What follows belongs to an exercise in optimizing a design on an open flow for small area and a short achievable clock period; a production flow would make more cautious choices. Function was checked by simulation only, so behaviour that the tests miss may differ from the original.

==> 06-09 <==
// SortTen
module SortTen (clk,
 in0, in1, in2, in3, in4, in5, in6, in7, in8, in9,
 out0, out1, out2, out3, out4, out5, out6, out7, out8, out9);
 input clk;
 input [31:0] in0, in1, in2, in3, in4, in5, in6, in7, in8, in9;
 output reg [31:0] out0, out1, out2, out3, out4, out5, out6, out7, out8, out9;
 reg [31:0] a0, a1, a2, a3, a4, a5, a6, a7, a8, a9;
 always @(posedge clk) begin
  a0 <= in0; a1 <= in1; a2 <= in2; a3 <= in3; a4 <= in4;
  a5 <= in5; a6 <= in6; a7 <= in7; a8 <= in8; a9 <= in9;
 end
 wire [31:0] lo0, hi0;
 cas c0 (.a(a0), .b(a8), .lo(lo0), .hi(hi0));   
 wire [31:0] lo1, hi1;
 cas c1 (.a(a1), .b(a9), .lo(lo1), .hi(hi1));   
 wire [31:0] lo2, hi2;
 cas c2 (.a(a2), .b(a7), .lo(lo2), .hi(hi2));   
 wire [31:0] lo3, hi3;
 cas c3 (.a(a3), .b(a5), .lo(lo3), .hi(hi3));   
 wire [31:0] lo4, hi4;
 cas c4 (.a(a4), .b(a6), .lo(lo4), .hi(hi4));   
 wire [31:0] lo5, hi5;
 cas c5 (.a(lo0), .b(lo2), .lo(lo5), .hi(hi5));   
 wire [31:0] lo6, hi6;
 cas c6 (.a(lo1), .b(lo4), .lo(lo6), .hi(hi6));   
 wire [31:0] lo7, hi7;
 cas c7 (.a(hi3), .b(hi0), .lo(lo7), .hi(hi7));   
 wire [31:0] lo8, hi8;
 cas c8 (.a(hi2), .b(hi1), .lo(lo8), .hi(hi8));   
 wire [31:0] lo9, hi9;
 cas c9 (.a(lo5), .b(lo3), .lo(lo9), .hi(hi9));   
 wire [31:0] lo10, hi10;
 cas c10 (.a(hi5), .b(hi6), .lo(lo10), .hi(hi10));   
 wire [31:0] lo11, hi11;
 cas c11 (.a(lo7), .b(lo8), .lo(lo11), .hi(hi11));   
 wire [31:0] lo12, hi12;
 cas c12 (.a(hi4), .b(hi8), .lo(lo12), .hi(hi12));   
 wire [31:0] lo13, hi13;
 cas c13 (.a(lo9), .b(lo6), .lo(lo13), .hi(hi13));   
 wire [31:0] lo14, hi14;
 cas c14 (.a(hi9), .b(lo12), .lo(lo14), .hi(hi14));   
 wire [31:0] lo15, hi15;
 cas c15 (.a(hi7), .b(hi12), .lo(lo15), .hi(hi15));   
 wire [31:0] lo16, hi16;
 cas c16 (.a(hi13), .b(lo11), .lo(lo16), .hi(hi16));   
 wire [31:0] lo17, hi17;
 cas c17 (.a(lo10), .b(lo14), .lo(lo17), .hi(hi17));   
 wire [31:0] lo18, hi18;
 cas c18 (.a(hi10), .b(lo15), .lo(lo18), .hi(hi18));   
 wire [31:0] lo19, hi19;
 cas c19 (.a(hi14), .b(hi11), .lo(lo19), .hi(hi19));   
 wire [31:0] lo20, hi20;
 cas c20 (.a(lo16), .b(lo17), .lo(lo20), .hi(hi20));   
 wire [31:0] lo21, hi21;
  ...
export LEC_CHECK = 0
export ABC_AREA = 1
export CAP_MARGIN = 20
export CORE_MARGIN = 2
export CORE_UTILIZATION = 55
export CTS_CLUSTER_DIAMETER = 100
export CTS_CLUSTER_SIZE = 25
export SLEW_MARGIN = 20
create_clock -name core_clock -period 110.0 [get_ports {clk}]
standard.sh (not shown) runs the stock make flow with config.mk's settings and CLKGATE_MAP_FILE= SYNTH_SCRIPT=/design/flow/synth_recipe.tcl, a recipe that flattens the netlist after the stock synthesis.
==> flow/flow/run.sh <==
#!/bin/bash
# Own layout flow: the standard flow (standard.sh), with two changes:
#  - synthesis maps the logic with ABC for least area (flow/abc_area.script)
#    rather than least delay; registers and their names are the standard
#    synthesis's, only the combinational mapping differs;
#  - the port buffers are the smallest buffer, sky130_fd_sc_hd__buf_1.
# Each step's output goes to a log file of its own in this folder.
set -euo pipefail
W=$PWD
rm -rf "$W/scripts_area"
cp -r "$FLOW_HOME/scripts" "$W/scripts_area"
cp "$W/flow/abc_area.script" "$W/scripts_area/abc_area.script"
bash standard.sh SCRIPTS_DIR="$W/scripts_area" ABC_AREA=1 synth > "$W/synth.log" 2>&1
bash standard.sh ABC_AREA=1 "BUFFER_PORTS_ARGS=-buffer_cell sky130_fd_sc_hd__buf_1" > "$W/layout.log" 2>&1
==> flow/flow/abc_area.script <==
strash
dc2
&get -n
&nf -a -R 1000
&put
topo
stime -c
==> 11-04: changes against 06-09 <==
--- a/flow/config.mk
+++ b/flow/config.mk
@@ -11,4 +11,2 @@
 export CORE_UTILIZATION = 55
-export CTS_CLUSTER_DIAMETER = 100
-export CTS_CLUSTER_SIZE = 25
 export SLEW_MARGIN = 20
==> comparison table <==
| item | 06-09 | 11-04 |
|---|---|---|
| Non-Clock Buffer Area Fraction | 4.80% | 4.68% |
| Worst hold margin | 686 ps | 685 ps |
| Max Fclk | 43.2 MHz | 43.1 MHz |
| Met2 wire length | 73.2 mm | 72.9 mm |
| Worst Slack Setup Final | 86830 ps | 86820 ps |
| Via total after detailed routing | 52200 | 52700 |
| Layout Area Growth over Synthesis | 9.86% | 12.6% |
| Critical path launch point | out3[10] | out6[13] |
| Detailed Routing Iterations Pass 1 | 7 | 6 |
| Number of cells in the finished layout apart from fillers | 8717 | 8798 |
| M1 GR Usage | 47.6% | 47.8% |
| GR Util met2 | 59.6% | 59.4% |
| Layout clock buffer count | 29 | 84 |
| Skew-Pair Late Insertion Delay | 660 ps | 650 ps |
| Proportion of cell area occupied by multi-input gates | 62.7% | 61.1% |
| Average wire per cell in the routed design | 18.5 µm | 18.5 µm |
| H-tree depth | 1 | 2 |
| Result of the run | complete, no violations | complete, no violations |

[static timing again, ports no longer ideal]
In the flow no input, the clock included, has a driving cell. The finished layouts below were timed again as built, in two steps.
Step 1, drivers: a clkbuf_16 drives clk and a buf_2 each remaining input, both assumed.
Step 2 moves the port delays by t, midway between the first and last clock arrival at a register: inputs arrive t later, outputs are due t later. That takes back most of the time a late clock gives input paths.
Three values: ideal, step 1, step 2; two values: the first two.
| run | t, ns | slack for setup (ns) | worst setup path after step 2 | worst data-port slew with drivers (ns) |
|---|---|---|---|---|
| 06-09 | 0.710 | 86.832 / 86.759 / 87.470 | register to output | 0.09 |
| 11-04 | 0.706 | 86.823 / 86.753 / 87.460 | register to output | 0.08 |
After both steps every run listed still meets setup and hold.
